This is an optimization exercise on Yosys and OpenROAD, whose aim is small area, not a production implementation. At most, simulation tests tie the RTL to the original design; equivalence was not proved. The RTL of runs 1 and 3 to 7 was laid out without a check of its function. No driver is modelled on the clock port, so clocking that relies on it looks cheaper here than on a real chip. Power figures rest on the tool's default switching activity, not on a simulated workload.

## design/flow/flow/run.sh

```bash
#!/bin/bash
# Own layout flow: the standard layout (standard.sh), with three changes:
#  - synthesis runs the standard flow's synthesis script (synth_recipe.tcl) unchanged, except that the final
#    ABC technology mapping tries each flow/abc_*.script (area mappings, no buffering or
#    upsizing) instead of ORFS's speed script and keeps the smallest result; registers and
#    their names are not affected;
#  - buffer_ports puts a sky130_fd_sc_hd__buf_1 on every input and output port;
#  - clock tree synthesis uses clkbuf cells from CTS_BUFS and inserts no dummy loads.
# Each tool's output is in orfs/logs/; make's full output is in own_flow.log.
set -euo pipefail
W=$(pwd)
CTS_BUFS=${CTS_BUFS:-sky130_fd_sc_hd__clkbuf_4 sky130_fd_sc_hd__clkbuf_8}
CTS_EXTRA=${CTS_EXTRA:-}
{
  # ABC maps the logic with each of flow/abc_*.script in turn; the smallest result is kept.
  printf 'proc abc {args} {\n'
  printf '  set i [lsearch -exact $args -script]\n'
  printf '  set lib [lindex $args [expr {[lsearch -exact $args -liberty] + 1}]]\n'
  printf '  yosys design -save own_pre_abc\n'
  printf '  set best ""\n'
  printf '  set best_area 1e30\n'
  printf '  foreach s [lsort [glob {%s/flow/abc_*.script}]] {\n' "$W"
  printf '    yosys design -load own_pre_abc\n'
  printf '    set a $args\n'
  printf '    if {$i >= 0} { lset a [expr {$i + 1}] $s }\n'
  printf '    yosys abc {*}$a\n'
  printf '    yosys tee -q -o {%s/own_area.txt} stat -liberty $lib\n' "$W"
  printf '    set f [open {%s/own_area.txt}]\n' "$W"
  printf '    set t [read $f]\n'
  printf '    close $f\n'
  printf '    regexp {Chip area for module [^:]*: +([0-9.]+)} $t -> area\n'
  printf '    puts "own flow: abc script $s gives area $area"\n'
  printf '    if {$area < $best_area} { set best_area $area; set best $s }\n'
  printf '  }\n'
  printf '  yosys design -load own_pre_abc\n'
  printf '  if {$i >= 0} { lset args [expr {$i + 1}] $best }\n'
  printf '  puts "own flow: abc $args"\n'
  printf '  yosys abc {*}$args\n'
  printf '}\n'
  cat synth_recipe.tcl
} > own_synth.tcl
sed -E "s#SYNTH_SCRIPT=[^ ]*#SYNTH_SCRIPT=$W/own_synth.tcl#" standard.sh > own_standard.sh
grep -q "SYNTH_SCRIPT=$W/own_synth.tcl" own_standard.sh
export BUFFER_PORTS_ARGS="-buffer_cell sky130_fd_sc_hd__buf_1"
if [[ -f flow/pre_cts.tcl ]]; then export PRE_CTS_TCL=$W/flow/pre_cts.tcl; fi
export CTS_ARGS="-sink_clustering_enable -repair_clock_nets -buf_list {$CTS_BUFS} -dont_use_dummy_load $CTS_EXTRA"
bash own_standard.sh > own_flow.log 2>&1
```

## design/flow/flow/abc_a3.script

```
strash
dch
amap
topo
```

## design/flow/flow/abc_a6.script

```
strash
&get -n
&st
&syn2
&dch
&nf
&put
strash
dch
map -a
```

## design/flow/flow/abc_b4.script

```
strash
dch
amap
strash
dch
amap
topo
```

## design/flow/flow/abc_c4.script

```
strash
balance
rewrite
refactor
balance
rewrite -z
refactor -z
balance
dch
amap
topo
```

## design/flow/flow/abc_c6.script

```
strash
rewrite
refactor
resub
dch
amap
topo
```

## design/flow/standard.sh

```bash
#!/bin/bash
# synth_recipe.tcl (not shown) runs the flow's synth.tcl, then flattens the netlist and writes it again
# the make line also repeats each setting of config.mk as NAME=value (left out here)
make -C /OpenROAD-flow-scripts/flow DESIGN_CONFIG=/design/flow/config.mk WORK_HOME=/design/flow/orfs CLKGATE_MAP_FILE= SYNTH_SCRIPT=/design/flow/synth_recipe.tcl "${@:-finish}"
```

## design/flow/config.mk

```make
export PLATFORM = sky130hd
export DESIGN_NAME = topModule
export DESIGN_NICKNAME = topModule
export VERILOG_FILES = /design/flow/design.v
export SDC_FILE = /design/flow/constraint.sdc
export NUM_CORES = 4
export LEC_CHECK = 0
export CAP_MARGIN = 20
export CORE_MARGIN = 2
export CORE_UTILIZATION = 40
export SLEW_MARGIN = 20
```

## design/flow/constraint.sdc

```tcl
create_clock -name core_clock -period 10.0 [get_ports {clk}]
set_input_delay 2.0000 -clock core_clock [delete_from_list [all_inputs] [get_ports {clk}]]
set_output_delay 2.0000 -clock core_clock [all_outputs]
set_load 0.01 [all_outputs]
```

## design/flow/design.v

```verilog
module topModule (
    input clk,
    input rst,
    input btnL,
    input [1:0] sw,
    input [3:0] JC_cols,
    input btnR,
    output audio_gain,
    output audio_shutdown,
    output audio_out,
    output [3:0] JC_rows,
    output [3:0] an,
    output reg [6:0] seg
);
    assign audio_shutdown = 1'b1;
    assign audio_gain = 1'b1;
    reg [5:0] c50;
    reg       k1;
    reg [2:0] d5;
    reg       dp;
    wire w50  = c50[5] & c50[4] & c50[0];       
    wire w100 = w50 & k1;                       
    wire tick = w100 & ~dp;                     
    wire ge25 = c50 >= 6'd25;
    wire k4 = ((d5 == 3'd1) & (k1 | ge25)) | ((d5 == 3'd2) & ~k1) |
              ((d5 == 3'd3) & k1 & ge25) | (d5 == 3'd4);
    always @(posedge clk) begin
        if (rst) begin
            c50 <= 0; k1 <= 0; d5 <= 0; dp <= 0;
        end else begin
            c50 <= w50 ? 6'd0 : c50 + 6'd1;
            if (w50) k1 <= ~k1;
            if (w100) begin
                d5 <= d5[2] ? 3'd0 : d5 + 3'd1;
                dp <= ~dp;
            end
        end
    end
    reg rl;
    always @(posedge clk) begin
        if (rst) rl <= 1'b1;
        else if (tick) rl <= 1'b0;
    end
    reg [1:0]  status;       
    reg [2:0]  ctr;
    reg [1:0]  pend;         
    reg [4:0]  db;
    reg        validPin;
    reg        play, fail;
    reg [2:0]  tp0, tp1, tp2, tp3;
    reg        tc;
    reg        blv;          
    reg [1:0]  blr;          
    reg        clean;
    reg [4:0]  led;
    reg        adj_set;
    reg [7:0]  cpH, cpL;     
    reg [7:0]  stH, stL;     
    reg [7:0]  lpH, lpL;     
    reg        accS, accL;   
    wire en = tick & (status != 2'd0);
    wire pressed = (JC_cols != 4'b1111);
    wire edge_ = ~db[4] & ~db[2] & ~db[1];      
    wire dbmax = ~db[3] & ~db[2] & ~db[0];      
    reg       scan;
    reg [1:0] rr;
    wire R0 = scan & (rr == 2'd0);
    wire R1 = scan & (rr == 2'd1);
    wire R2 = scan & (rr == 2'd2);
    wire R3 = scan & (rr == 2'd3);
    assign JC_rows = {4{scan}} & {~R3, ~R2, ~R1, ~R0};
    wire K0 = (JC_cols == 4'b1110);
    wire K1 = (JC_cols == 4'b1101);
    wire K2 = (JC_cols == 4'b1011);
    wire K3 = (JC_cols == 4'b0111);
    wire isdig = (R0 & K3) | ((R0 | R1 | R2) & (K0 | K1 | K2));
    wire isC = R3 & K2;
    wire isE = R2 & K3;
    wire isD = R3 & K3;
    wire [3:0] dv = {K2 & ~R0, K1 | (K2 & R0), (K0 & (R1 | R2)) | (K1 & R2) | (K2 & R0),
                     ((K0 | K2) & ~R1) | (K1 & R1)};
    wire kev = en & edge_;
    wire wr = kev & isdig & ~ctr[2];
    wire wr0 = wr & (ctr[1:0] == 2'd0);
    wire wr1 = wr & (ctr[1:0] == 2'd1);
    wire wr2 = wr & (ctr[1:0] == 2'd2);
    wire wr3 = wr & (ctr[1:0] == 2'd3);
    always @(posedge clk) begin
        if (rst) begin
            scan <= 1'b0;
            rr <= 2'd0;
            db <= 5'b01011;
            ctr <= 3'd7;             
            pend <= 2'd3;
            validPin <= 0;
        end else begin
            if (en) begin
                db <= !pressed ? 5'b01011 : (dbmax ? db : {db[3:0], db[4] ^ db[1]});
                if (!pressed)
                begin
                    scan <= 1'b1;
                    rr <= rr + {1'b0, scan};
                end
                validPin <= edge_ & isE & ctr[2];
            end
            if (tick) begin
                case (pend)
                    2'd1: ctr <= ctr + 3'd1;
                    2'd2: ctr <= ctr - 3'd1;
                    2'd3: ctr <= 3'd0;
                    default: ;
                endcase
                pend <= ~kev ? 2'd0 : (isdig & ~ctr[2]) ? 2'd1 : (isC | (isE & ctr[2])) ? 2'd3 :
                        isD ? 2'd2 : 2'd0;
            end
        end
    end
    wire [7:0] cpH_rot = {cpH[6:0], cpH[7] & ~rl};
    wire [7:0] cpL_rot = {cpL[6:0], cpL[7] & ~rl};
    wire [7:0] cpH_wr = {dv[2:0], dv[3], dv[2:0], dv[3]};   
    wire [7:0] wmH = {{3{wr0}}, wr1, {3{wr1}}, wr0};
    wire [7:0] wmL = {{3{wr2}}, wr3, {3{wr3}}, wr2};
    always @(posedge clk) begin
        cpH <= (wmH & cpH_wr) | (~wmH & cpH_rot);
        cpL <= (wmL & cpH_wr) | (~wmL & cpL_rot);
    end
    wire [2:0] rb = 3'd2 - c50[2:0];
    wire rs = rl & ~k1;
    wire kH = (8'h43 >> rb);
    wire kL = (8'h21 >> rb);
    wire ldS = adj_set;                                
    wire tz = ~|{tp0, tp1, tp2, tp3, tc};               
    wire ldL = play & fail & tz;                        
    always @(posedge clk) begin
        stH <= {stH[6:0], ldS ? cpH[7] : (rs ? kH : stH[7])};
        stL <= {stL[6:0], ldS ? cpL[7] : (rs ? kL : stL[7])};
        lpH <= {lpH[6:0], ldL ? cpH[7] : (lpH[7] & ~rl)};
        lpL <= {lpL[6:0], ldL ? cpL[7] : (lpL[7] & ~rl)};
    end
    wire eqS = (cpH[7] == stH[7]) & (cpL[7] == stL[7]);
    wire eqL = (cpH[7] == lpH[7]) & (cpL[7] == lpL[7]);
    always @(posedge clk) begin
        accS <= w50 | (accS & eqS);
        accL <= w50 | (accL & eqL);
    end
    wire match = accS & eqS;           
    wire newfail = ~(accL & eqL);
    wire tend = tp3[2] & tp1[0] & tp1[1] & tp1[2] & tp0[2];    
    wire start = tick & ~clean & (status == 2'd1) & validPin & (match | newfail);
    wire cin = (tick & play & ~tend) | tc;
    wire [3:0] tsum = {1'b0, tp3} + {3'b000, cin};
    always @(posedge clk) begin
        if (rst | start) begin
            tp0 <= 0; tp1 <= 0; tp2 <= 0; tp3 <= 0; tc <= 0;
        end else begin
            tp0 <= tsum[2:0]; tp1 <= tp0; tp2 <= tp1; tp3 <= tp2; tc <= tsum[3];
        end
    end
    always @(posedge clk) begin
        if (rst) begin
            status <= 2'd1;
            play <= 0;
            fail <= 0;
            blv <= 0;
            blr <= 2'd3;
            clean <= 0;
        end else if (tick) begin
            if (play & tend) play <= 0;
            if (start) begin
                play <= 1;
                fail <= ~match;
            end
            if (clean)
                status <= 2'd1;
            else begin
                case (status)
                    2'd1: if (validPin & match) status <= 2'd0;
                    2'd0: if (sw[0]) status <= 2'd2;
                    2'd2: if (validPin) status <= 2'd1;
                    default: ;
                endcase
            end
            if (btnL != blv) begin
                blv <= btnL;
                blr <= 2'd0;
            end else if (blr != 2'd3)
                blr <= blr + 2'd1;
            if (blr == 2'd3) clean <= blv;    
        end
    end
    assign audio_out = play & (fail ? k4 : k1);
    reg [1:0] slot;
    assign an = {~(rl | (slot == 2'd1)), ~(rl | (slot == 2'd2)),
                 ~(rl | (slot == 2'd3)), ~(rl | (slot == 2'd0))};
    reg [3:0] dig;
    always @(*) begin
        case (slot)
            2'd0: dig = cpH[7:4];
            2'd1: dig = cpH[3:0];
            2'd2: dig = cpL[7:4];
            default: dig = cpL[3:0];
        endcase
    end
    wire has  = (ctr > {1'b0, slot});     
    wire has0 = (ctr != 3'd0);
    wire isword = (status == 2'd0) | ((status == 2'd2) & adj_set) | ~has0;
    wire [1:0] wcode = {(status == 2'd1) | ((status == 2'd2) & ~adj_set), (status == 2'd2)};
    wire [4:0] nled = isword ? {1'b1, slot, wcode} : (has ? {1'b0, dig} : 5'b01111);
    always @(posedge clk) begin
        if (rst) begin
            slot <= 2'd0;
            led <= 0;
            adj_set <= 0;
        end else if (tick) begin
            if (status != 2'd2) adj_set <= 0;
            else if (validPin) adj_set <= 1;
            slot <= slot + 2'd1;
            led <= nled;
        end
    end
    always @(*) begin
        seg[6] = (led[3] & led[2]) | (led[4] & led[3] & led[0]) | (~led[4] & led[2] & ~led[1] & ~led[0]) | (led[4] & led[2] & led[1] & led[0]) | (~led[4] & ~led[3] & ~led[2] & ~led[1] & led[0]) | (led[4] & ~led[3] & ~led[2] & led[1] & ~led[0]);
        seg[5] = ~((~led[4] & ~led[2]) | (~led[3] & ~led[1] & ~led[0]) | (~led[3] & led[1] & led[0]) | (led[4] & led[2] & led[1] & ~led[0]));
        seg[4] = (led[4] & led[3] & ~led[2]) | (led[3] & led[2] & led[0]) | (~led[2] & led[1] & ~led[0]) | (led[4] & ~led[3] & led[2] & ~led[1]);
        seg[3] = (led[3] & led[2] & led[0]) | (led[2] & ~led[1] & ~led[0]) | (led[4] & ~led[2] & led[1] & led[0]) | (~led[4] & led[2] & led[1] & led[0]) | (~led[4] & ~led[3] & ~led[2] & ~led[1] & led[0]);
        seg[2] = (~led[4] & led[0]) | (led[3] & led[2] & led[0]) | (~led[4] & led[2] & ~led[1]) | (led[3] & led[1] & led[0]) | (~led[3] & ~led[2] & ~led[1] & led[0]);
        seg[1] = (led[3] & led[2]) | (~led[4] & ~led[2] & led[1]) | (led[2] & led[1] & led[0]) | (led[3] & led[1] & led[0]) | (~led[4] & ~led[3] & ~led[2] & led[0]);
        seg[0] = ~((led[4] & ~led[3] & led[0]) | (led[3] & ~led[2] & ~led[1]) | (~led[3] & led[2] & ~led[1]) | (~led[4] & ~led[2] & led[1]) | (led[3] & led[2] & ~led[0]) | (~led[4] & led[3]) | (~led[4] & led[2] & ~led[0]));
    end
endmodule
```

==> results of run 1 <==
## through the flow
stage               util [%]  std cells  power [µW]  setup WS (ps)  instance area, µm²
floorplan                  -        476         457           5910                4210
global placement        43.4        635         464           5620                4460
detailed placement      43.4        635         465           5530                4460
CTS                     44.6        644         668           5550                4590
global route            44.6        644         688           4930                4590
finish                  44.6        644         658           5550                4590
## power breakdown
group	total, µW	internal, µW	switching, µW
registers	437	432	5.18
logic	18.1	5.95	12.1
clock network	203	81.1	122
total	658	519	139
## worst paths after layout
kind	slack, ps	start	cells after the start	endpoint
hold reg to reg	320	stL[4]	0	stL[5]
setup reg to reg	5550	c50[0]	13	cpH[7]
setup / recovery	5550	c50[0]	13	cpH[7]
hold / removal	320	stL[4]	0	stL[5]
## routing by layer
layer / share of wire, % / GRT usage, %
met5: 0 / 0
met4: 1.4 / 5.10
met3: 3.9 / 3.92
met2: 45 / 25.7
met1: 50 / 20.6
## cells in the mapped netlist, types with 3 or more instances
| cell type | count | area share, % |
|---|---|---|
| a211oi_1 | 11 | 2.0 |
| a21oi_1 | 26 | 3.1 |
| a221o_1 | 3 | 0.71 |
| a221oi_1 | 7 | 1.5 |
| a222oi_1 | 5 | 1.2 |
| a32oi_1 | 3 | 0.63 |
| and3_1 | 11 | 1.6 |
| clkinv_1 | 65 | 5.8 |
| dfxtp_1 | 105 | 50 |
| ha_1 | 20 | 6.0 |
| nand2_1 | 30 | 2.7 |
| nand3_1 | 10 | 1.2 |
| nor2_1 | 71 | 6.3 |
| nor3_1 | 17 | 2.0 |
| o2111ai_1 | 4 | 0.83 |
| o21ai_0 | 31 | 3.7 |
| o221ai_1 | 5 | 1.0 |
| o22a_1 | 9 | 1.9 |
| o22ai_1 | 6 | 0.89 |
| o32ai_1 | 3 | 0.63 |
| or4_1 | 3 | 0.54 |
## layout make-up
cell class / instances / share of cell area [%]
tap: 136 / 3.71
timing repair buffer: 25 / 2.21
multi-input combinational: 304 / 40.3
sequential: 105 / 45.8
inverter: 65 / 5.32
clock buffer: 9 / 2.70
## logic make-up (layout without fill, tap and decap cells)
kind of cell             count (synthesis)  in the layout  synth area share [%]
other                                    1              2                0.0892
flip-flops                             105            105                  50.0
adder cells (fa/ha/maj)                 21             21                  6.43
AND/OR/NAND/NOR                        149            149                  15.4
buffers and inverters                   67             99                  6.16
AO/OA/AOI/OAI                          132            132                  21.9
## worst reg2reg max path: cells and delay by family, from the launching register on
kind	cells	cell delay, ps
compound gates	1	210
buf+inv	5	1340
flops	1	490
simple gates	7	2300
## sequential cells by signal (all words and copies together) (netlist names), 5 cells and up
signal  count
cpH         8
cpL         8
lpH         8
lpL         8
stH         8
stL         8
c50         6
db          5
led         5
==> flow_summary.toml, run 1 <==
[critical_path]
cp.buffers_inverters = 5
slowest_stage = "or4_1"
cp_slowest_stage_delay_ps = 530
required_ps = 10240
crit_family = "simple AND/OR/NAND/NOR gates"
crit_path_frequent_cell = "clkinv_1"
worstPathCellList = "nand3_1, nor2_1, clkinv_1, nor2_1, clkinv_1, nor2_1, clkinv_1, or4_1, nor3_1, clkinv_1, nor3_1, clkinv_1, o22a_1"
worstPathMaxFanout = 17
startpoint_type = "flip-flop"
arrival_ps = 4690
critPathKind = "flip-flop to flip-flop"
endpoint_kind = "flip-flop"

[clocking]
postCtsSetupBuffers = 0
cts_tree = "built"
numCtsBuffers = 9
cts_resized = 0
clkLatencyLatePin_ps = 360
cts.reportedPaths.clkPinSlew_ps = 100
clock-sinks = 105
cts_hold_buf = 0

[run]
max-cap-violations = 0

[timing]
setup_viol = 0
rsz0062_at_grt = "false"
slew_headroom_pct = 50.7
report.final.slew_viol_count = 0
holdWs_ps = 322
min_period_ps = 4450
worstMarginPinSlew_ps = 739
finalHoldViolations = 0
skew_ps = 18.6
tns_ps = 0
fmax_mhz = 225
period_share_pct = 44.5

[layout]
syn2layout_area_growth_pct = 9.14
multiInputGateArea_um2 = 1850
post_route_cells_drive_above_1_share_pct = 2.17
filler_cell_count = 1038
mostFrequentLayoutCell = "dfxtp_1"
seqCellArea_um2 = 2100
diodes = 0
final_cell_mix = "dfxtp_1, nor2_1, clkinv_1"
nNetsFinal = 541

[synthesis]
synth.cell_area_um2 = 4200
ys_seq_area_share_pct = 50.0
synthCells = 475
yosys_warnings = 1
synth_edf_count = 0
ys_types = 42
synth_ff_type = "dfxtp_1"
avgSynthCellArea_um2 = 8.85
ys_async_sr_fraction_pct = 0
yosys_register_bits = 105

[status]
outcome = "no timing/DRC/antenna violations"

[route]
ant_nets = 0
wl_per_cell_um = 13.2
dr.pass1.iters = 4
vias = 3395
drc = 0
wirelength_um = 8480
viasPerCell = 5.27
drt-initial-drc-count = 160

[floorplan]
coreArea_um2 = 10300
num_rows = 37
die_width_um = 107
ios = 28
initial_core_util_pct = 40.9
die_h_um = 107
die-area_um2 = 11300

[global_routing]
grt_pass1_vias = 3148
grt_pass1_wl_um = 14400
track_usage_pct = 15.8
grt_max_degree = 29
grt_overflow = 0
antenna_found_initial = 0

[placed_design]
globalplace.congestion = 0.862
dp_hpwl_um = 6280
portBuffers = 23

[power]
p_leak_uw = 0.00166
p_per_area_nw_per_um2 = 143
vdd_drop_max_uv = 100

[hold_path]
holdCritPathClass = "flip-flop to flip-flop"
==> run 2, diff against run 1 <==
--- a/design/flow/design.v
+++ b/design/flow/design.v
@@ -59,5 +59,5 @@
     reg [7:0]  lpH, lpL;     
     reg        accS, accL;   
-    wire en = tick & (status != 2'd0);
+    wire en = tick & (status != 2'd1);
     wire pressed = (JC_cols != 4'b1111);
     wire edge_ = ~db[4] & ~db[2] & ~db[1];      
@@ -147,5 +147,5 @@
     wire newfail = ~(accL & eqL);
     wire tend = tp3[2] & tp1[0] & tp1[1] & tp1[2] & tp0[2];    
-    wire start = tick & ~clean & (status == 2'd1) & validPin & (match | newfail);
+    wire start = tick & ~clean & (status == 2'd0) & validPin & (match | newfail);
     wire cin = (tick & play & ~tend) | tc;
     wire [3:0] tsum = {1'b0, tp3} + {3'b000, cin};
@@ -159,5 +159,5 @@
     always @(posedge clk) begin
         if (rst) begin
-            status <= 2'd1;
+            status <= 2'd0;
             play <= 0;
             fail <= 0;
@@ -172,10 +172,10 @@
             end
             if (clean)
-                status <= 2'd1;
+                status <= 2'd0;
             else begin
                 case (status)
-                    2'd1: if (validPin & match) status <= 2'd0;
-                    2'd0: if (sw[0]) status <= 2'd2;
-                    2'd2: if (validPin) status <= 2'd1;
+                    2'd0: if (validPin & match) status <= 2'd1;
+                    2'd1: if (sw[0]) status <= 2'd3;
+                    2'd3: if (validPin) status <= 2'd0;
                     default: ;
                 endcase
@@ -204,6 +204,6 @@
     wire has  = (ctr > {1'b0, slot});     
     wire has0 = (ctr != 3'd0);
-    wire isword = (status == 2'd0) | ((status == 2'd2) & adj_set) | ~has0;
-    wire [1:0] wcode = {(status == 2'd1) | ((status == 2'd2) & ~adj_set), (status == 2'd2)};
+    wire isword = (status == 2'd1) | ((status == 2'd3) & adj_set) | ~has0;
+    wire [1:0] wcode = {(status == 2'd0) | ((status == 2'd3) & ~adj_set), (status == 2'd3)};
     wire [4:0] nled = isword ? {1'b1, slot, wcode} : (has ? {1'b0, dig} : 5'b01111);
     always @(posedge clk) begin
@@ -213,5 +213,5 @@
             adj_set <= 0;
         end else if (tick) begin
-            if (status != 2'd2) adj_set <= 0;
+            if (status != 2'd3) adj_set <= 0;
             else if (validPin) adj_set <= 1;
             slot <= slot + 2'd1;
==> run 2 against run 1 <==
  * First-iteration DRC count decreased by 21%
  * Final cell count increased by 0.78%
  * Maximum frequency increased by 7.2%
  * Die area about the same
  * Area after synthesis about the same
  * Clock power about the same
  * Global-route usage decreased by 0.053 points
  * Total power decreased by 0.42%
  * Still clean on timing, DRC and antenna
  * Worst hold slack got worse by 6.5 ps
==> flow_summary.toml, run 2 <==
[timing]
period_share_pct = 41.5
worstMarginPinSlew_ps = 941
fmax_mhz = 241
layout_setup_ws_ps = 5850
rsz0062_at_grt = "false"
finalHoldViolations = 0
report.final.slew_viol_count = 0
min_period_ps = 4150
tns_ps = 0
slew_headroom_pct = 36.8
skew_ps = 24.1
setup_viol = 0

[layout]
diodes = 0
mostFrequentLayoutCell = "dfxtp_1"
final_cell_mix = "dfxtp_1, nor2_1, clkinv_1"
post_route_cells_drive_above_1_share_pct = 2.14
nNetsFinal = 546
syn2layout_area_growth_pct = 9.14
final_cell_area_um2 = 4590

[power]
finalPower_uw = 655
p_leak_uw = 0.00167
p_per_area_nw_per_um2 = 143
p_int_uw = 518
power_frac_clock_pct = 30.7
p_switching_uw = 137
power_switching_share_pct = 20.9
pwr-share-comb_pct = 2.7
vdd_drop_max_uv = 72.3
seq_power_share_pct = 66.5

[synthesis]
ys_seq_area_share_pct = 50.0
avgSynthCellArea_um2 = 8.76
synth_top_area_share_pct = 50.0
synth_most_common_cell = "dfxtp_1"
yosys_warnings = 1
ys_types = 42
yosysTopAreaCell = "dfxtp_1"
synthTopCellsByCount = "dfxtp_1, nor2_1, clkinv_1, a21oi_1, o21ai_0"
synth_ff_type = "dfxtp_1"
synth.cell_area_um2 = 4200
yosys_register_bits = 105
ys_top_cells_by_area = "dfxtp_1, nor2_1, ha_1"
synthCells = 480
synth_edf_count = 0
ys_async_sr_fraction_pct = 0

[floorplan]
die_width_um = 107
initial_core_util_pct = 40.9
die_h_um = 107
die-area_um2 = 11300
num_rows = 37
ios = 28
coreArea_um2 = 10300

[global_routing]
grt_overflow = 0
grt_pass1_vias = 3228
track_usage_pct = 15.7
grt_max_degree = 26
grt_pass1_wl_um = 14400
antenna_found_initial = 0

[critical_path]
slowest_stage = "dfxtp_1"
cp_slowest_stage_delay_ps = 410
critPathKind = "flip-flop to output port"
worstPathCellList = "clkinv_1, ha_1, nand3b_1, a31oi_1, nor2_1, a221oi_1, nor2_1, a21oi_1, a21oi_1, buf_1"
arrival_ps = 2150
worstPathMaxFanout = 4
required_ps = 8000
startpoint_type = "flip-flop"
endpoint_kind = "output port"

[clocking]
numCtsBuffers = 9
clkLatencyLatePin_ps = 360
cts_tree = "built"
cts.reportedPaths.clkPinSlew_ps = 100
postCtsSetupBuffers = 0
cts_resized = 0
clock-sinks = 105
cts_hold_buf = 0

[route]
drt-initial-drc-count = 126
vias = 3482
drc = 0
viasPerCell = 5.37
dr.pass1.iters = 6
ant_nets = 0
wl_per_cell_um = 13.1
wirelength_um = 8490

[placed_design]
portBuffers = 23
post-place-ws_ps = 5750
dpl_cell_area_um2 = 4460
dp_hpwl_um = 6350
globalplace.congestion = 0.834

[run]
max-cap-violations = 0

[hold_path]
holdCritPathClass = "flip-flop to flip-flop"

[status]
outcome = "no timing/DRC/antenna violations"
run 2: path summary, 6_finish.rpt:
check	start	to	slack, ps	cells after the start
max	c50[1]	audio_out	5850	10
min	lpL[3]	lpL[4]	320	0
max reg2reg	c50[0]	cpH[1]	6360	11
min reg2reg	lpL[3]	lpL[4]	320	0
run 2: area by class of cell:
type / count / area [µm²]
sequential: 105 / 2100
tap: 136 / 170
clock buffer: 9 / 124
inverter: 59 / 221
fill: 1057 / 5690
multi-input combinational: 315 / 1870
timing repair buffer: 25 / 101
run 2: cells by family after synthesis:
| family | Yosys count | synth area share [%] |
|---|---|---|
| fa+ha+maj | 21 | 6.43 |
| other cells | 1 | 0.0892 |
| compound gates | 137 | 21.4 |
| simple gates | 154 | 16.2 |
| flops | 105 | 50.0 |
| buf+inv | 61 | 5.63 |
| xor+xnor | 1 | 0.208 |
run 2: power groups by stage:
stage	clock network, µW	registers, µW	logic [µW]
6_report	201	436	18.0
5_1_grt	228	437	20.6
4_1_cts	211	436	18.1
3_5_place_dp	0	446	18.0
3_3_place_gp	0	445	17.1
2_1_floorplan	0	444	11.9
run 2: worst max-delay path: cells and delay by family (launching register included):
kind | cells | cell delay (ps)
compound gates | 4 | 600
flops | 1 | 410
buf+inv | 2 | 290
simple gates | 3 | 280
fa+ha+maj | 1 | 200
run 2: through the flow:
step | util, % | hold WS, ps | instances
final | 44.6 | 315 | 649
after global routing | 44.6 | 321 | 649
after floorplan | - | 310 | 481
after global placement | 43.4 | 310 | 640
after detailed placement | 43.4 | 314 | 640
after CTS | 44.6 | 319 | 649
run 2: per-layer routing:
layer	up-vias	GRT usage, %	wire length (µm)
met1	1636	20.6	4100
met2	60	25.0	3890
met3	14	3.86	330
met5	-	0	0
met4	0	6.03	166
li1	1772	-	-
==> run 3, diff against run 2 <==
--- a/design/flow/design.v
+++ b/design/flow/design.v
@@ -27,10 +27,17 @@
     always @(posedge clk) begin
         if (rst) begin
-            c50 <= 0; k1 <= 0; d5 <= 0; dp <= 0;
+            c50 <= 0; k1 <= 0; d5 <= 3'd0; dp <= 0;
         end else begin
             c50 <= w50 ? 6'd0 : c50 + 6'd1;
             if (w50) k1 <= ~k1;
             if (w100) begin
-                d5 <= d5[2] ? 3'd0 : d5 + 3'd1;
+                case (d5)
+                    3'd0: d5 <= 3'd1;
+                    3'd1: d5 <= 3'd2;
+                    3'd2: d5 <= 3'd3;
+                    3'd3: d5 <= 3'd4;
+                    3'd4: d5 <= 3'd0;
+                    default: d5 <= 3'd0;
+                endcase
                 dp <= ~dp;
             end
@@ -92,5 +99,5 @@
             db <= 5'b01011;
             ctr <= 3'd7;             
-            pend <= 2'd3;
+            pend <= 2'd0;
             validPin <= 0;
         end else begin
@@ -108,9 +115,9 @@
                     2'd1: ctr <= ctr + 3'd1;
                     2'd2: ctr <= ctr - 3'd1;
-                    2'd3: ctr <= 3'd0;
+                    2'd0: ctr <= 3'd0;
                     default: ;
                 endcase
-                pend <= ~kev ? 2'd0 : (isdig & ~ctr[2]) ? 2'd1 : (isC | (isE & ctr[2])) ? 2'd3 :
-                        isD ? 2'd2 : 2'd0;
+                pend <= ~kev ? 2'd3 : (isdig & ~ctr[2]) ? 2'd1 : (isC | (isE & ctr[2])) ? 2'd0 :
+                        isD ? 2'd2 : 2'd3;
             end
         end
==> run 3 against run 2 <==
  * Via count up 0.40%
  * Register-to-register slack lost 1100 ps
  * Combinational power grew 2%
  * Total power rose by 0.66%
  * Flip-flop and latch count is the same
  * Cell area fell by 0.76%
  * Core utilization decreased by 0.14 points
  * Area after synthesis decreased by 0.83%
  * Critical path depth up 5
  * Setup slack got worse by 610 ps
  * Count of clock-buffer cells in the layout unchanged
  * Non-clock buffer count stayed put
  * Critical path type is now flip-flop to flip-flop
  * Critical endpoint is now cpL[5]
  * Highest routed layer unchanged
==> flow_summary.toml, run 3 <==
[status]
outcome = "no timing/DRC/antenna violations"

[floorplan]
ios = 28
num_rows = 37
die-area_um2 = 11300
initial_core_util_pct = 40.7
die_width_um = 106
coreArea_um2 = 10200
die_h_um = 106

[route]
vias = 3496
drc = 0
dr.pass1.iters = 6
wl_per_cell_um = 13.0
drt-initial-drc-count = 207
viasPerCell = 5.33
wirelength_um = 8530
ant_nets = 0

[layout]
final_cell_mix = "dfxtp_1, nor2_1, clkinv_1"
syn2layout_area_growth_pct = 9.22
mostFrequentLayoutCell = "dfxtp_1"
post_route_cells_drive_above_1_share_pct = 2.12
post-route-util_pct = 44.5
nNetsFinal = 549
diodes = 0

[clocking]
clkLatencyLatePin_ps = 350
clock-sinks = 105
cts_resized = 0
cts.reportedPaths.clkPinSlew_ps = 90
postCtsSetupBuffers = 0
numCtsBuffers = 9
cts_tree = "built"
cts_hold_buf = 0

[global_routing]
grt_pass1_vias = 3118
grt_pass1_wl_um = 14500
grt_overflow = 0
antenna_found_initial = 0
track_usage_pct = 16.1
grt_max_degree = 29

[critical_path]
required_ps = 10210
endpoint_kind = "flip-flop"
arrival_ps = 4980
path_depth = 15
cp_slowest_stage_delay_ps = 520
crit_family = "simple AND/OR/NAND/NOR gates"
cp.buffers_inverters = 6
critPathKind = "flip-flop to flip-flop"
rr_worst_depth = 15
crit_path_frequent_cell = "clkinv_1"
worstPathCellList = "nand3_1, nor2_1, clkinv_1, nor2_1, buf_4, clkinv_1, nor2_1, clkinv_1, or4_1, nor3_1, clkinv_1, nor3_1, clkinv_1, nand2_1, o21ai_0"
slowest_stage = "or4_1"
startpoint_type = "flip-flop"
worstPathMaxFanout = 18

[hold_path]
holdCritPathClass = "flip-flop to flip-flop"
whs_path_depth = 0

[synthesis]
synthTopCellsByCount = "dfxtp_1, nor2_1, clkinv_1, a21oi_1, nand2_1"
synth_ff_type = "dfxtp_1"
ys_async_sr_fraction_pct = 0
synth_top_area_share_pct = 50.4
synth_edf_count = 0
avgSynthCellArea_um2 = 8.56
synth.cell_area_um2 = 4170
synthCells = 487
yosysTopAreaCell = "dfxtp_1"
yosys_warnings = 1
ys_seq_area_share_pct = 50.4
ys_types = 42
yosys_register_bits = 105
ys_top_cells_by_area = "dfxtp_1, nor2_1, clkinv_1"
synth_most_common_cell = "dfxtp_1"

[power]
vdd_drop_max_uv = 63.6
p_per_area_nw_per_um2 = 145
p_leak_uw = 0.00163

[placed_design]
globalplace.congestion = 0.845
dp_hpwl_um = 6320
portBuffers = 23

[timing]
rsz0062_at_grt = "false"
fmax_mhz = 210
worstMarginPinSlew_ps = 889
slew_headroom_pct = 40.4
period_share_pct = 47.6
finalHoldViolations = 0
tns_ps = 0
report.final.slew_viol_count = 0
min_period_ps = 4760
setup_viol = 0
skew_ps = 26.4

[run]
max-cap-violations = 0
==> run 3: path summary, 6_finish.rpt <==
check	start	endpoint	slack, ps
worst min-delay path	lpL[3]	lpL[4]	300
worst max-delay path	c50[0]	cpL[5]	5240
worst min register to register	lpL[3]	lpL[4]	300
worst max register to register	c50[0]	cpL[5]	5240
==> run 3: per-stage QoR <==
step / total power [µW] / instances / cell area, µm² / hold slack [ps] / setup WS (ps)
final: 659 / 656 / 4550 / 300 / 5240
after global routing: 686 / 656 / 4550 / 306 / 4620
after CTS: 665 / 656 / 4550 / 303 / 5250
after detailed placement: 465 / 647 / 4430 / 312 / 5260
after global placement: 464 / 647 / 4430 / 310 / 5280
after floorplan: 457 / 488 / 4170 / 310 / 5920
==> run 3: routing by layer <==
metal	routed length, µm	up-vias	global-route usage, %
met2	3690	87	24.3
li1	-	1795	-
met5	0	-	0
met4	125	0	5.36
met3	420	12	3.68
met1	4290	1602	22.6
==> run 3: area by class of cell <==
type | instances | area (µm²)
Clock buffer | 9 | 124
Fill cell | 1022 | 5680
Inverter | 65 | 244
Multi-Input combinational cell | 316 | 1810
Sequential cell | 105 | 2100
Tap cell | 136 | 170
Timing Repair Buffer | 25 | 101
==> run 3: cells by family (layout without fill, tap and decap cells) <==
group	Yosys count	in the layout	synth area share, %
adders and majority gates	17	17	5.28
AOI/OAI and AO/OA	129	129	20.8
other	1	2	0.0900
DFF	105	105	50.4
buffers and inverters	67	99	6.21
and+or+nand+nor	168	168	17.1
==> run 3: where the power goes <==
part / total (µW) / internal (µW) / switching (µW)
registers: 437 / 432 / 5.33
clock network: 204 / 81.1 / 123
logic: 18.4 / 5.92 / 12.4
==> run 4, diff against run 3 <==
--- a/design/flow/design.v
+++ b/design/flow/design.v
@@ -113,11 +113,11 @@
             if (tick) begin
                 case (pend)
-                    2'd1: ctr <= ctr + 3'd1;
+                    2'd3: ctr <= ctr + 3'd1;
                     2'd2: ctr <= ctr - 3'd1;
                     2'd0: ctr <= 3'd0;
                     default: ;
                 endcase
-                pend <= ~kev ? 2'd3 : (isdig & ~ctr[2]) ? 2'd1 : (isC | (isE & ctr[2])) ? 2'd0 :
-                        isD ? 2'd2 : 2'd3;
+                pend <= ~kev ? 2'd1 : (isdig & ~ctr[2]) ? 2'd3 : (isC | (isE & ctr[2])) ? 2'd0 :
+                        isD ? 2'd2 : 2'd1;
             end
         end
==> run 4 against run 3 <==
  * Still clean on timing, DRC and antenna
  * Sequential power barely moved
  * Die area fell by 0.46%
  * Clock power barely moved
  * Setup slack improved by 530 ps
  * Core utilization rose by 0.079 points
  * Cell area fell by 0.28%
  * Final cell count fell by 0.61%
  * Count of clock-buffer cells in the layout did not move
  * Clock skew rose by 7.3 ps
  * Register-to-register slack improved by 780 ps
  * Combinational power barely moved
==> flow_summary.toml, run 4 <==
[route]
ant_nets = 0
dr.pass1.iters = 7
vias = 3411
drt-initial-drc-count = 156
viasPerCell = 5.23
wirelength_um = 8510
drc = 0
wl_per_cell_um = 13.1

[global_routing]
track_usage_pct = 16.2
antenna_found_initial = 0
grt_overflow = 0
grt_pass1_vias = 3163
grt_max_degree = 27
grt_pass1_wl_um = 14600

[layout]
syn2layout_area_growth_pct = 9.44
mostFrequentLayoutCell = "dfxtp_1"
final_cell_area_um2 = 4540
final_cell_mix = "dfxtp_1, nor2_1, clkinv_1"
nNetsFinal = 545
filler_cell_count = 1033
seqCellArea_um2 = 2100
diodes = 0
multiInputGateArea_um2 = 1840
post_route_cells_drive_above_1_share_pct = 2.33

[timing]
slew_headroom_pct = 48.2
rsz0062_at_grt = "false"
layout_setup_ws_ps = 5770
report.final.slew_viol_count = 0
worstMarginPinSlew_ps = 772
finalHoldViolations = 0
setup_viol = 0
fmax_mhz = 236
period_share_pct = 42.3
min_period_ps = 4230
skew_ps = 33.7
holdWs_ps = 290
tns_ps = 0

[synthesis]
yosys_register_bits = 105
avgSynthCellArea_um2 = 8.61
synth.cell_area_um2 = 4150
ys_types = 40
ys_async_sr_fraction_pct = 0
ys_top_cells_by_area = "dfxtp_1, nor2_1, ha_1"
ys_seq_area_share_pct = 50.7
yosys_warnings = 1
synth_ff_type = "dfxtp_1"
synth_edf_count = 0
synthCells = 482
synth_most_common_cell = "dfxtp_1"
synthTopCellsByCount = "dfxtp_1, nor2_1, clkinv_1, a21oi_1, nand2_1"
synth_top_area_share_pct = 50.7
yosysTopAreaCell = "dfxtp_1"

[floorplan]
initial_core_util_pct = 40.7
die_width_um = 106
die_h_um = 106
num_rows = 37
coreArea_um2 = 10200
ios = 28
die-area_um2 = 11200

[critical_path]
crit_family = "compound AO/OA/AOI/OAI gates"
cp-startpoint = "c50[1]"
endpoint_kind = "output port"
path_depth = 9
required_ps = 8000
cp.buffers_inverters = 2
slowest_stage = "dfxtp_1"
worstPathMaxFanout = 5
startpoint_type = "flip-flop"
timing.rr.end = "cpL[4]"
critPathKind = "flip-flop to output port"
r2r_slack_ps = 6020
cp-endpoint = "audio_out"
cp_slowest_stage_delay_ps = 400
r2r_start = "c50[0]"
worstPathCellList = "clkinv_1, ha_1, nor2_1, nand2_1, a31oi_1, a21boi_0, a2111oi_0, a21oi_1, buf_1"
arrival_ps = 2230
rr_worst_depth = 12

[power]
vdd_drop_max_uv = 53.5
p_per_area_nw_per_um2 = 145
p_leak_uw = 0.00163

[clocking]
cts.reportedPaths.clkPinSlew_ps = 110
numCtsBuffers = 9
clock-sinks = 105
cts_hold_buf = 0
clkLatencyLatePin_ps = 370
cts_resized = 0
cts_tree = "built"
postCtsSetupBuffers = 0

[placed_design]
dp_hpwl_um = 6230
portBuffers = 23
globalplace.congestion = 0.914
post-place-ws_ps = 5840
dpl_cell_area_um2 = 4420

[run]
max-cap-violations = 0

[hold_path]
holdCritPathClass = "flip-flop to flip-flop"

[status]
outcome = "no timing/DRC/antenna violations"
## run 4: cell type report
| type | count | area share [%] |
|---|---|---|
| clock buffers | 9 | 2.73 |
| well taps | 136 | 3.75 |
| repair buffers | 26 | 2.40 |
| multi-input cells | 323 | 40.4 |
| flip-flops and latches | 105 | 46.3 |
| inverters | 53 | 4.38 |
## run 4: cell families (layout without fill, tap and decap cells)
group / Yosys count / in the layout / share of synthesized area, %
and+or+nand+nor: 177 / 177 / 18.3
buffers and inverters: 55 / 88 / 5.16
other: 1 / 2 / 0.0904
AOI/OAI and AO/OA: 127 / 127 / 20.5
adders and majority gates: 17 / 17 / 5.31
DFF: 105 / 105 / 50.7
## run 4: power breakdown
part / internal, µW / switching, µW / leakage (µW) / total, µW
combinational: 6.67 / 11.9 / 0.000710 / 18.6
clock: 81.1 / 122 / 0.0000647 / 203
sequential: 430 / 5.24 / 0.000851 / 436
## run 4: worst min-delay path by stage
stage | start | endpoint | cells past startpoint
3_3_place_gp | lpL[0] | lpL[1] | 0
3_5_place_dp | lpL[0] | lpL[1] | 0
5_1_grt | lpL[5] | lpL[6] | 0
4_1_cts | lpL[3] | lpL[4] | 0
2_1_floorplan | lpH[0] | lpH[1] | 0
6_report | lpL[5] | lpL[6] | 0
## run 4: routing by layer
layer | wire length [µm] | up-vias | GRT usage (%)
met5 | 0 | - | 0
met4 | 107 | 0 | 4.98
met3 | 288 | 11 | 3.71
met2 | 3930 | 61 | 26.5
met1 | 4190 | 1565 | 21.3
li1 | - | 1774 | -
## run 4: through the flow
stage	total power, µW	instances	util, %
CTS	666	652	44.6
global route	686	652	44.6
finish	657	652	44.6
floorplan	456	483	-
global placement	463	643	43.4
detailed placement	464	643	43.4
==> run 5, diff against run 4 <==
--- a/design/flow/design.v
+++ b/design/flow/design.v
@@ -99,5 +99,5 @@
             db <= 5'b01011;
             ctr <= 3'd7;             
-            pend <= 2'd0;
+            pend <= 2'd1;
             validPin <= 0;
         end else begin
@@ -113,11 +113,11 @@
             if (tick) begin
                 case (pend)
-                    2'd3: ctr <= ctr + 3'd1;
-                    2'd2: ctr <= ctr - 3'd1;
-                    2'd0: ctr <= 3'd0;
+                    2'd2: ctr <= ctr + 3'd1;
+                    2'd3: ctr <= ctr - 3'd1;
+                    2'd1: ctr <= 3'd0;
                     default: ;
                 endcase
-                pend <= ~kev ? 2'd1 : (isdig & ~ctr[2]) ? 2'd3 : (isC | (isE & ctr[2])) ? 2'd0 :
-                        isD ? 2'd2 : 2'd1;
+                pend <= ~kev ? 2'd0 : (isdig & ~ctr[2]) ? 2'd2 : (isC | (isE & ctr[2])) ? 2'd1 :
+                        isD ? 2'd3 : 2'd0;
             end
         end
==> run 5 against run 4 <==
  * Critical path depth stayed put
  * Sequential share of layout area hardly changed
  * Global-route usage is 0.15 points higher
  * Register-to-register slack better by 100 ps
  * Still clean
  * Die area is 0.14% higher
  * Cell area hardly changed
  * Critical endpoint unchanged
  * Count of clock-buffer cells in the layout stayed put
  * Non-clock buffer count is 1 lower
  * First-iteration DRC count is 1.9% higher
  * Synthesized cell count stayed put
  * Clock skew is 7.9 ps lower
==> flow_summary.toml, run 5 <==
[status]
outcome = "no timing/DRC/antenna violations"

[critical_path]
cp-startpoint = "c50[0]"
crit_family = "compound AO/OA/AOI/OAI gates"
endpoint_kind = "output port"
cp_slowest_stage_delay_ps = 460
r2r_start = "c50[0]"
startpoint_type = "flip-flop"
required_ps = 8000
slowest_stage = "dfxtp_1"
arrival_ps = 2230
worstPathMaxFanout = 7
cp.buffers_inverters = 3
worstPathCellList = "clkinv_1, ha_1, clkinv_1, o311a_1, o22a_1, nor2_1, o32a_1, a211oi_1, buf_1"
crit_path_frequent_cell = "clkinv_1"
critPathKind = "flip-flop to output port"
r2r_slack_ps = 6120

[clocking]
cts_hold_buf = 0
numCtsBuffers = 9
cts_tree = "built"
postCtsSetupBuffers = 0
clock-sinks = 105
cts.reportedPaths.clkPinSlew_ps = 100
cts_resized = 0
clkLatencyLatePin_ps = 360

[synthesis]
avgSynthCellArea_um2 = 8.62
yosysTopAreaCell = "dfxtp_1"
synth_most_common_cell = "dfxtp_1"
synth_top_area_share_pct = 50.6
synth_edf_count = 0
ys_types = 39
yosys_register_bits = 105
ys_async_sr_fraction_pct = 0
synth_ff_type = "dfxtp_1"
yosys_warnings = 1
ys_top_cells_by_area = "dfxtp_1, nor2_1, clkinv_1"
synthTopCellsByCount = "dfxtp_1, nor2_1, clkinv_1, nand2_1, a21oi_1"
ys_seq_area_share_pct = 50.6
synth.cell_area_um2 = 4150
synthCells = 482

[power]
p_per_area_nw_per_um2 = 144
p_switching_uw = 138
vdd_drop_max_uv = 77.2
power_switching_share_pct = 21.0
seq_power_share_pct = 66.4
p_leak_uw = 0.00165
pwr-share-comb_pct = 2.7
power_frac_clock_pct = 30.9
p_int_uw = 517

[placed_design]
post-place-ws_ps = 5700
globalplace.congestion = 0.856
dp_hpwl_um = 6320
portBuffers = 23

[layout]
post-route-util_pct = 44.6
seqCellArea_um2 = 2100
filler_cell_count = 1023
post_route_cells_drive_above_1_share_pct = 2.14
mostFrequentLayoutCell = "dfxtp_1"
nNetsFinal = 544
syn2layout_area_growth_pct = 9.25
diodes = 0
multiInputGateArea_um2 = 1790
final_cell_mix = "dfxtp_1, nor2_1, clkinv_1"

[floorplan]
coreArea_um2 = 10200
die_h_um = 106
die_width_um = 106
num_rows = 37
ios = 28
die-area_um2 = 11200
initial_core_util_pct = 40.8

[timing]
period_share_pct = 42.3
layout_setup_ws_ps = 5770
worstMarginPinSlew_ps = 754
report.final.slew_viol_count = 0
setup_viol = 0
slew_headroom_pct = 49.2
fmax_mhz = 237
finalHoldViolations = 0
min_period_ps = 4230
rsz0062_at_grt = "false"
tns_ps = 0
skew_ps = 25.8

[route]
drt-initial-drc-count = 159
viasPerCell = 5.35
wirelength_um = 8630
drc = 0
vias = 3482
ant_nets = 0
dr.pass1.iters = 6
wl_per_cell_um = 13.3

[hold_path]
holdCritPathClass = "flip-flop to flip-flop"
min_from = "stH[5]"

[global_routing]
grt_pass1_vias = 3260
grt_max_degree = 26
antenna_found_initial = 0
track_usage_pct = 16.4
grt_overflow = 0
grt_pass1_wl_um = 14800

[run]
max-cap-violations = 0
run 5: cell types whose count changed in the layout (fill, tap and decap cells not counted), sizes merged, moves of 6 or more:
cell / change
nor2: -18
clkinv: +13
nor3: -11
nand2: +7
nor2b: -7
o21a: -7
o21ai: +7
a211oi: +6
and3: +6
run 5: final cells by class:
type,instances,share of cell area [%]
well taps,136,3.75
repair buffers,25,2.23
flip-flops and latches,105,46.3
inverters,66,5.46
multi-input cells,310,39.5
clock buffers,9,2.73
run 5: path summary, 6_finish.rpt:
check | to | cells past startpoint
hold / removal | stH[6] | 0
setup reg to reg | cpL[2] | 14
setup / recovery | audio_out | 9
hold reg to reg | stH[6] | 0
run 5: stage by stage:
step	instance area (µm²)	power, µW	cells	hold WS (ps)
global placement	4410	462	642	311
detailed placement	4410	463	642	312
floorplan	4160	455	483	310
global route	4540	686	651	328
finish	4540	655	651	318
CTS	4540	663	651	321
run 5: routing by layer:
| layer | GRT usage, % | routed length [µm] |
|---|---|---|
| met1 | 19.9 | 3980 |
| met2 | 28.1 | 4140 |
| met3 | 4.11 | 346 |
| met4 | 5.64 | 157 |
| met5 | 0 | 0 |
run 5: cells by family (layout without fill, tap and decap cells):
kind of cell               Yosys count  in the layout  synth area share, %
and+or+nand+nor                    158            158                 16.4
AOI/OAI and AO/OA                  133            133                 21.2
DFF                                105            105                 50.6
buffers and inverters               68            100                 6.33
adders and majority gates           17             17                 5.30
other                                1              2               0.0903
run 5: power by group through the flow:
stage | registers, µW | logic (µW) | clock network (µW)
after floorplan | 443 | 11.7 | 0
after global placement | 445 | 17.3 | 0
after detailed placement | 445 | 17.9 | 0
after CTS | 435 | 18.1 | 210
after global routing | 437 | 20.5 | 229
final | 435 | 17.7 | 202
==> run 6, diff against run 5 <==
--- a/design/flow/design.v
+++ b/design/flow/design.v
@@ -23,6 +23,6 @@
     wire tick = w100 & ~dp;                     
     wire ge25 = c50 >= 6'd25;
-    wire k4 = ((d5 == 3'd1) & (k1 | ge25)) | ((d5 == 3'd2) & ~k1) |
-              ((d5 == 3'd3) & k1 & ge25) | (d5 == 3'd4);
+    wire k4 = ((d5 == 3'd1) & (k1 | ge25)) | ((d5 == 3'd3) & ~k1) |
+              ((d5 == 3'd2) & k1 & ge25) | (d5 == 3'd4);
     always @(posedge clk) begin
         if (rst) begin
@@ -34,7 +34,7 @@
                 case (d5)
                     3'd0: d5 <= 3'd1;
-                    3'd1: d5 <= 3'd2;
-                    3'd2: d5 <= 3'd3;
-                    3'd3: d5 <= 3'd4;
+                    3'd1: d5 <= 3'd3;
+                    3'd3: d5 <= 3'd2;
+                    3'd2: d5 <= 3'd4;
                     3'd4: d5 <= 3'd0;
                     default: d5 <= 3'd0;
==> run 6 against run 5 <==
  * First-iteration DRC count rose by 11%
  * Worst hold slack gained 1.2 ps
  * Global-route usage down 0.51 points
  * Flip-flop and latch count did not move
  * Die area barely moved
  * Critical endpoint unchanged
==> flow_summary.toml, run 6 <==
[global_routing]
grt_max_degree = 25
track_usage_pct = 15.8
grt_pass1_wl_um = 14200
grt_pass1_vias = 3173
grt_overflow = 0
antenna_found_initial = 0

[floorplan]
ios = 28
die-area_um2 = 11200
die_h_um = 106
coreArea_um2 = 10200
die_width_um = 106
num_rows = 37
initial_core_util_pct = 40.7

[critical_path]
startpoint_type = "flip-flop"
crit_family = "compound AO/OA/AOI/OAI gates"
worstPathMaxFanout = 7
crit_path_frequent_cell = "clkinv_1"
arrival_ps = 2230
cp.buffers_inverters = 3
critPathKind = "flip-flop to output port"
cp_slowest_stage_delay_ps = 460
worstPathCellList = "clkinv_1, ha_1, clkinv_1, o311ai_0, a311oi_1, a31oi_1, a211oi_1, buf_1"
required_ps = 8000
slowest_stage = "dfxtp_1"
endpoint_kind = "output port"

[synthesis]
ys_seq_area_share_pct = 50.6
yosysTopAreaCell = "dfxtp_1"
yosys_register_bits = 105
ys_async_sr_fraction_pct = 0
ys_top_cells_by_area = "dfxtp_1, nor2_1, clkinv_1"
synth_edf_count = 0
ys_types = 34
yosys_warnings = 1
avgSynthCellArea_um2 = 8.57
synthTopCellsByCount = "dfxtp_1, nor2_1, clkinv_1, nand2_1, a21oi_1"
synth_most_common_cell = "dfxtp_1"
synth_ff_type = "dfxtp_1"
synthCells = 484
synth_top_area_share_pct = 50.6
synth.cell_area_um2 = 4150

[timing]
period_share_pct = 42.3
setup_viol = 0
finalHoldViolations = 0
rsz0062_at_grt = "false"
tns_ps = 0
worstMarginPinSlew_ps = 587
fmax_mhz = 237
min_period_ps = 4230
skew_ps = 31.4
report.final.slew_viol_count = 0
slew_headroom_pct = 60.6

[clocking]
clock-sinks = 105
postCtsSetupBuffers = 0
cts_hold_buf = 0
cts_resized = 0
numCtsBuffers = 9
clkLatencyLatePin_ps = 370
cts_tree = "built"
cts.reportedPaths.clkPinSlew_ps = 90

[layout]
mostFrequentLayoutCell = "dfxtp_1"
final_cell_area_um2 = 4530
diodes = 0
post_route_cells_drive_above_1_share_pct = 2.13
final_cell_mix = "dfxtp_1, nor2_1, clkinv_1"
syn2layout_area_growth_pct = 9.26
nNetsFinal = 546

[route]
viasPerCell = 5.23
drt-initial-drc-count = 176
wl_per_cell_um = 12.9
dr.pass1.iters = 4
vias = 3413
wirelength_um = 8410
ant_nets = 0
drc = 0

[placed_design]
dp_hpwl_um = 6220
globalplace.congestion = 0.924
portBuffers = 23
dpl_cell_area_um2 = 4410

[power]
p_per_area_nw_per_um2 = 145
p_leak_uw = 0.00162
vdd_drop_max_uv = 71.8

[run]
max-cap-violations = 0

[hold_path]
holdCritPathClass = "flip-flop to flip-flop"

[status]
outcome = "no timing/DRC/antenna violations"
## run 6: cell count changes in the layout (fill, tap and decap cells not counted), moves of 2 or more
cell	previous run	this run
nor2_1	74	69
o21ai_0	28	32
o22ai_1	4	8
or2_0	2	5
a221oi_1	5	3
clkinv_1	66	68
o22a_1	2	0
## run 6: path summary, 6_finish.rpt
check / cells past startpoint / startpoint / endpoint / slack (ps)
max: 8 / c50[0] / audio_out / 5770
min: 0 / stH[5] / stH[6] / 320
min reg2reg: 0 / stH[5] / stH[6] / 320
max reg2reg: 12 / c50[0] / cpL[5] / 6590
## run 6: area by class of cell
class	count	area (µm²)
repair buffers	25	101
inverters	68	255
well taps	136	170
fillers	1015	5650
multi-input cells	310	1780
flip-flops and latches	105	2100
clock buffers	9	124
## run 6: logic make-up (layout without fill, tap and decap cells)
family                     after synthesis  count (layout)  synth area share, %
adders and majority gates               17              17                 5.31
buffers and inverters                   70             102                 6.51
and+or+nand+nor                        155             155                 16.3
DFF                                    105             105                 50.6
other                                    1               2               0.0904
AOI/OAI and AO/OA                      136             136                 21.2
## run 6: layer usage
| metal | up-vias | global-route usage [%] | wire [µm] | share of wire [%] |
|---|---|---|---|---|
| met1 | 1566 | 20.1 | 4020 | 48 |
| met4 | 0 | 7.80 | 160 | 1.9 |
| li1 | 1767 | - | - | - |
| met2 | 68 | 25.4 | 3860 | 46 |
| met3 | 12 | 3.53 | 374 | 4.4 |
| met5 | - | 0 | 0 | 0 |
## run 6: power by group
part / leakage, µW / internal [µW] / total, µW / switching, µW
clock: 0.0000647 / 81.1 / 204 / 123
combinational: 0.000704 / 5.81 / 18.4 / 12.6
sequential: 0.000852 / 432 / 437 / 4.56
## run 6: stage by stage
stage | setup slack, ps | utilization (%) | hold slack (ps) | power (µW) | cells
2_1_floorplan | 6230 | - | 310 | 458 | 485
3_3_place_gp | 5700 | 43.3 | 310 | 465 | 644
3_5_place_dp | 5600 | 43.3 | 313 | 466 | 644
4_1_cts | 5720 | 44.5 | 325 | 669 | 653
5_1_grt | 5520 | 44.5 | 326 | 690 | 653
6_report | 5770 | 44.5 | 319 | 659 | 653
==> run 7, diff against run 6 <==
--- a/design/flow/design.v
+++ b/design/flow/design.v
@@ -99,5 +99,5 @@
             db <= 5'b01011;
             ctr <= 3'd7;             
-            pend <= 2'd1;
+            pend <= 2'd0;
             validPin <= 0;
         end else begin
@@ -113,11 +113,11 @@
             if (tick) begin
                 case (pend)
-                    2'd2: ctr <= ctr + 3'd1;
-                    2'd3: ctr <= ctr - 3'd1;
-                    2'd1: ctr <= 3'd0;
+                    2'd1: ctr <= ctr + 3'd1;
+                    2'd2: ctr <= ctr - 3'd1;
+                    2'd0: ctr <= 3'd0;
                     default: ;
                 endcase
-                pend <= ~kev ? 2'd0 : (isdig & ~ctr[2]) ? 2'd2 : (isC | (isE & ctr[2])) ? 2'd1 :
-                        isD ? 2'd3 : 2'd0;
+                pend <= ~kev ? 2'd3 : (isdig & ~ctr[2]) ? 2'd1 : (isC | (isE & ctr[2])) ? 2'd0 :
+                        isD ? 2'd2 : 2'd3;
             end
         end
==> run 7 against run 6 <==
  * Via count down 0.26%
  * Routed wire length up 0.44%
  * First-iteration DRC count down 20%
  * Core utilization about the same
  * Worst hold slack worse by 18 ps
  * Synthesized cell count down 0.21%
  * Sequential power about the same
  * Setup slack worse by 260 ps
  * Maximum frequency down 5.8%
  * Count of clock-buffer cells in the layout unchanged
  * Highest routed layer unchanged
==> flow_summary.toml, run 7 <==
[synthesis]
ys_types = 41
avgSynthCellArea_um2 = 8.60
synthTopCellsByCount = "dfxtp_1, nor2_1, clkinv_1, a21oi_1, nand2_1"
synthCells = 483
synth_ff_type = "dfxtp_1"
ys_seq_area_share_pct = 50.6
yosys_warnings = 1
synth.cell_area_um2 = 4150
ys_async_sr_fraction_pct = 0
synth_edf_count = 0
yosysTopAreaCell = "dfxtp_1"
synth_top_area_share_pct = 50.6
ys_top_cells_by_area = "dfxtp_1, nor2_1, clkinv_1"
yosys_register_bits = 105
synth_most_common_cell = "dfxtp_1"

[timing]
layout_setup_ws_ps = 5510
period_share_pct = 44.9
rsz0062_at_grt = "false"
slew_headroom_pct = 40.2
skew_ps = 46.3
tns_ps = 0
setup_viol = 0
report.final.slew_viol_count = 0
finalHoldViolations = 0
worstMarginPinSlew_ps = 892
min_period_ps = 4490
fmax_mhz = 223

[route]
wl_per_cell_um = 13.0
viasPerCell = 5.22
drc = 0
drt-initial-drc-count = 140
ant_nets = 0
dr.pass1.iters = 5
vias = 3404
wirelength_um = 8450

[clocking]
postCtsSetupBuffers = 0
clkLatencyLatePin_ps = 370
cts_tree = "built"
clock-sinks = 105
cts_hold_buf = 0
numCtsBuffers = 9
cts.reportedPaths.clkPinSlew_ps = 110
cts_resized = 0

[power]
p_per_area_nw_per_um2 = 145
p_switching_uw = 138
power_switching_share_pct = 21.0
p_int_uw = 519
pwr-share-comb_pct = 2.8
p_leak_uw = 0.00164
seq_power_share_pct = 66.6
power_frac_clock_pct = 30.6
finalPower_uw = 657
vdd_drop_max_uv = 65.2

[critical_path]
startpoint_type = "flip-flop"
arrival_ps = 4700
rr_worst_depth = 14
timing.rr.end = "cpL[5]"
critPathKind = "flip-flop to flip-flop"
cp-startpoint = "c50[0]"
required_ps = 10210
cp-endpoint = "cpL[5]"
r2r_start = "c50[0]"
r2r_slack_ps = 5510
worstPathMaxFanout = 18
endpoint_kind = "flip-flop"

[floorplan]
initial_core_util_pct = 40.8
ios = 28
die_h_um = 106
die-area_um2 = 11200
num_rows = 37
coreArea_um2 = 10200
die_width_um = 106

[layout]
post-route-util_pct = 44.6
final_cell_mix = "dfxtp_1, nor2_1, clkinv_1"
multiInputGateArea_um2 = 1830
filler_cell_count = 1053
post_route_cells_drive_above_1_share_pct = 2.13
seqCellArea_um2 = 2100
diodes = 0
final_cell_area_um2 = 4540
nNetsFinal = 545
syn2layout_area_growth_pct = 9.25
mostFrequentLayoutCell = "dfxtp_1"

[global_routing]
antenna_found_initial = 0
grt_pass1_vias = 3142
grt_pass1_wl_um = 14500
grt_max_degree = 28
track_usage_pct = 15.9
grt_overflow = 0

[placed_design]
portBuffers = 23
dpl_cell_area_um2 = 4410
globalplace.congestion = 0.863
post-place-ws_ps = 5410
dp_hpwl_um = 6290

[hold_path]
whs_path_depth = 0
holdCritPathClass = "flip-flop to flip-flop"

[run]
max-cap-violations = 0

[status]
outcome = "no timing/DRC/antenna violations"
run 7: power groups by stage:
| stage | registers (µW) | clock network [µW] | logic, µW |
|---|---|---|---|
| final | 437 | 201 | 18.4 |
| after global routing | 439 | 224 | 21.8 |
| after floorplan | 445 | 0 | 12.3 |
| after detailed placement | 447 | 0 | 18.5 |
| after global placement | 447 | 0 | 18.0 |
| after CTS | 438 | 209 | 18.6 |
run 7: stage by stage:
| step | std cells | hold slack (ps) |
|---|---|---|
| final | 652 | 301 |
| after detailed placement | 643 | 312 |
| after global routing | 652 | 304 |
| after floorplan | 484 | 310 |
| after global placement | 643 | 311 |
| after CTS | 652 | 304 |
run 7: worst min path at each step:
stage	from	end
after floorplan	lpH[0]	lpH[1]
after global placement	stL[0]	stL[1]
after detailed placement	stL[2]	stL[3]
after CTS	lpH[0]	lpH[1]
after global routing	lpH[0]	lpH[1]
final	lpH[0]	lpH[1]
run 7: layer usage:
layer,part of all wire (%),vias up,track usage [%]
met3,2.7,9,2.94
met4,1.5,0,6.20
met2,45,46,24.8
met1,51,1570,21.9
li1,-,1779,-
met5,0,-,0
run 7: cells by family (layout without fill, tap and decap cells):
kind of cell    count (synthesis)  count (layout)  share of synthesized area [%]
other cells                     1               2                         0.0903
fa+ha+maj                      17              17                           5.30
simple gates                  170             170                           17.7
buf+inv                        59              91                           5.51
flops                         105             105                           50.6
compound gates                131             131                           20.8
run 7: cell type report:
class	count	share of cell area, %
Sequential cell	105	46.3
Multi-Input combinational cell	320	40.3
Inverter	57	4.71
Tap cell	136	3.75
Clock buffer	9	2.73
Timing Repair Buffer	25	2.23
run 7: critical path: stages (launching register included):
cell and delay (ps):
dfxtp_1 480, nand3_1 220, nor2_1 280, clkinv_1 220
nor2_1 180, clkinv_1 420, nor2_1 350, clkinv_1 240
or4_1 520, nor3_1 360, clkinv_1 150, nor3_1 480
clkinv_1 250, nand2_1 110, o21ai_0 90
==> run 8, diff against run 7 <==
--- a/design/flow/design.v
+++ b/design/flow/design.v
@@ -99,5 +99,5 @@
             db <= 5'b01011;
             ctr <= 3'd7;             
-            pend <= 2'd0;
+            pend <= 2'd3;
             validPin <= 0;
         end else begin
@@ -115,9 +115,9 @@
                     2'd1: ctr <= ctr + 3'd1;
                     2'd2: ctr <= ctr - 3'd1;
-                    2'd0: ctr <= 3'd0;
+                    2'd3: ctr <= 3'd0;
                     default: ;
                 endcase
-                pend <= ~kev ? 2'd3 : (isdig & ~ctr[2]) ? 2'd1 : (isC | (isE & ctr[2])) ? 2'd0 :
-                        isD ? 2'd2 : 2'd3;
+                pend <= ~kev ? 2'd0 : (isdig & ~ctr[2]) ? 2'd1 : (isC | (isE & ctr[2])) ? 2'd3 :
+                        isD ? 2'd2 : 2'd0;
             end
         end
==> run 8 against run 7 <==
  * Setup slack got worse by 150 ps
  * Combinational power is 3% lower
  * Area after synthesis about the same
  * Clock skew decreased by 12 ps
  * Worst hold slack better by 6.4 ps
==> flow_summary.toml, run 8 <==
[timing]
tns_ps = 0
period_share_pct = 46.4
fmax_mhz = 216
report.final.slew_viol_count = 0
holdWs_ps = 308
rsz0062_at_grt = "false"
finalHoldViolations = 0
skew_ps = 34.5
worstMarginPinSlew_ps = 959
setup_viol = 0
slew_headroom_pct = 35.8
min_period_ps = 4640

[global_routing]
grt_pass1_wl_um = 14200
track_usage_pct = 15.6
grt_max_degree = 27
grt_overflow = 0
grt_pass1_vias = 3192
antenna_found_initial = 0

[layout]
seqCellArea_um2 = 2100
finalNonFillerCells = 655
filler_cell_count = 1030
diodes = 0
post_route_cells_drive_above_1_share_pct = 1.93
final_cell_mix = "dfxtp_1, nor2_1, clkinv_1"
mostFrequentLayoutCell = "dfxtp_1"
nNetsFinal = 548
syn2layout_area_growth_pct = 9.07
multiInputGateArea_um2 = 1800

[status]
outcome = "no timing/DRC/antenna violations"

[power]
p_int_uw = 518
p_leak_uw = 0.00164
p_switching_uw = 137
vdd_drop_max_uv = 63.1
power_switching_share_pct = 21.0
seq_power_share_pct = 66.5
p_per_area_nw_per_um2 = 145
power_frac_clock_pct = 30.8
finalPower_uw = 655
pwr-share-comb_pct = 2.7

[clocking]
cts.reportedPaths.clkPinSlew_ps = 100
clkLatencyLatePin_ps = 360
postCtsSetupBuffers = 0
cts_tree = "built"
cts_hold_buf = 0
clock-sinks = 105
numCtsBuffers = 9
cts_resized = 0

[route]
wirelength_um = 8180
drt-initial-drc-count = 147
drc = 0
dr.pass1.iters = 7
viasPerCell = 5.19
ant_nets = 0
vias = 3402
wl_per_cell_um = 12.5

[hold_path]
whs_endpoint = "stL[1]"
holdCritPathClass = "flip-flop to flip-flop"
min_from = "stL[0]"
whs_path_depth = 0

[floorplan]
die-area_um2 = 11200
ios = 28
num_rows = 37
initial_core_util_pct = 40.8
die_width_um = 106
die_h_um = 106
coreArea_um2 = 10200

[synthesis]
synth.cell_area_um2 = 4150
synth_most_common_cell = "dfxtp_1"
avgSynthCellArea_um2 = 8.52
ys_types = 37
synth_ff_type = "dfxtp_1"
ys_top_cells_by_area = "dfxtp_1, nor2_1, clkinv_1"
yosys_warnings = 1
yosys_register_bits = 105
synthCells = 487
ys_seq_area_share_pct = 50.6
synth_edf_count = 0
synthTopCellsByCount = "dfxtp_1, nor2_1, clkinv_1, a21oi_1, nand2_1"
ys_async_sr_fraction_pct = 0
yosysTopAreaCell = "dfxtp_1"
synth_top_area_share_pct = 50.6

[critical_path]
startpoint_type = "flip-flop"
cp_slowest_stage_delay_ps = 770
rr_worst_depth = 10
crit_path_frequent_cell = "nor2_1"
slowest_stage = "nor2_1"
timing.rr.end = "cpH[3]"
worstPathCellList = "nand3_1, nor2_1, clkinv_1, nor2_1, clkinv_1, nor2_1, nand4_1, or3_1, nor3_1, a21oi_1"
r2r_slack_ps = 5360
critPathKind = "flip-flop to flip-flop"
required_ps = 10220
endpoint_kind = "flip-flop"
r2r_start = "c50[0]"
arrival_ps = 4860
worstPathMaxFanout = 16

[run]
max-cap-violations = 0

[placed_design]
dp.cells = 646
dp_hpwl_um = 6120
globalplace.congestion = 0.865
portBuffers = 23
[run 8: cell types whose count changed after synthesis, sizes merged, moves of 6 or more]
cell / previous run / this run
a211oi: 8 / 20
nor2: 87 / 80
clkinv: 57 / 63
a21oi: 35 / 44
[run 8: final cells by class]
type                       count  area share (%)
inverter                      63            5.22
clock buffer                   9            2.74
multi-input combinational    318            39.8
timing repair buffer          24            2.07
tap                          136            3.76
sequential                   105            46.4
[run 8: cells by family after synthesis]
kind of cell	share of synthesized area, %
flops	50.6
buf+inv	6.06
compound gates	21.1
simple gates	16.6
other cells	0.0903
xor+xnor	0.211
fa+ha+maj	5.30
[run 8: metal layers]
metal | up-vias | global-route usage, % | part of all wire (%)
met4 | 0 | 6.11 | 1.8
met5 | - | 0 | 0
met3 | 15 | 2.66 | 3.0
met1 | 1545 | 21.4 | 51
li1 | 1780 | - | -
met2 | 62 | 24.6 | 44
[run 8: worst max-delay path by stage]
stage                     startpoint      to  slack, ps  cells after the start
final                         c50[0]  cpH[3]       5360                     10
after global routing          c50[0]  cpH[2]       4820                     11
after CTS                     c50[0]  cpH[2]       5370                     10
after detailed placement      c50[0]  cpH[2]       5390                     10
after global placement        c50[0]  cpH[2]       5450                     10
after floorplan           JC_cols[3]  cpL[1]       6240                      8
[run 8: power by group through the flow]
| stage | Clock (µW) | Combinational, µW | Sequential (µW) |
|---|---|---|---|
| finish | 202 | 17.8 | 436 |
| detailed placement | 0 | 17.9 | 445 |
| global placement | 0 | 17.5 | 445 |
| global route | 226 | 20.8 | 437 |
| CTS | 212 | 18.0 | 436 |
| floorplan | 0 | 12.2 | 443 |
[run 8: stage by stage]
step	utilization, %	instance area (µm²)	worst slack (ps)
global placement	43.2	4400	5450
finish	44.5	4530	5360
floorplan	-	4160	6240
detailed placement	43.2	4400	5390
global route	44.5	4530	4820
CTS	44.5	4530	5370
[run 8: worst max-delay path: cells and delay by family, from the launching register on]
kind,cells,cell delay (ps)
simple gates,7,2960
buf+inv,2,900
flops,1,470
compound gates,1,170

Re-timed with assumed drivers on the ports (clkbuf_16 on the clock, buf_2 on other inputs), run 8 has 5.363 ns of setup slack against 5.363 ns with ideal ports, and 5.363 ns once port delays also move by the mid clock arrival of 0.373 ns.
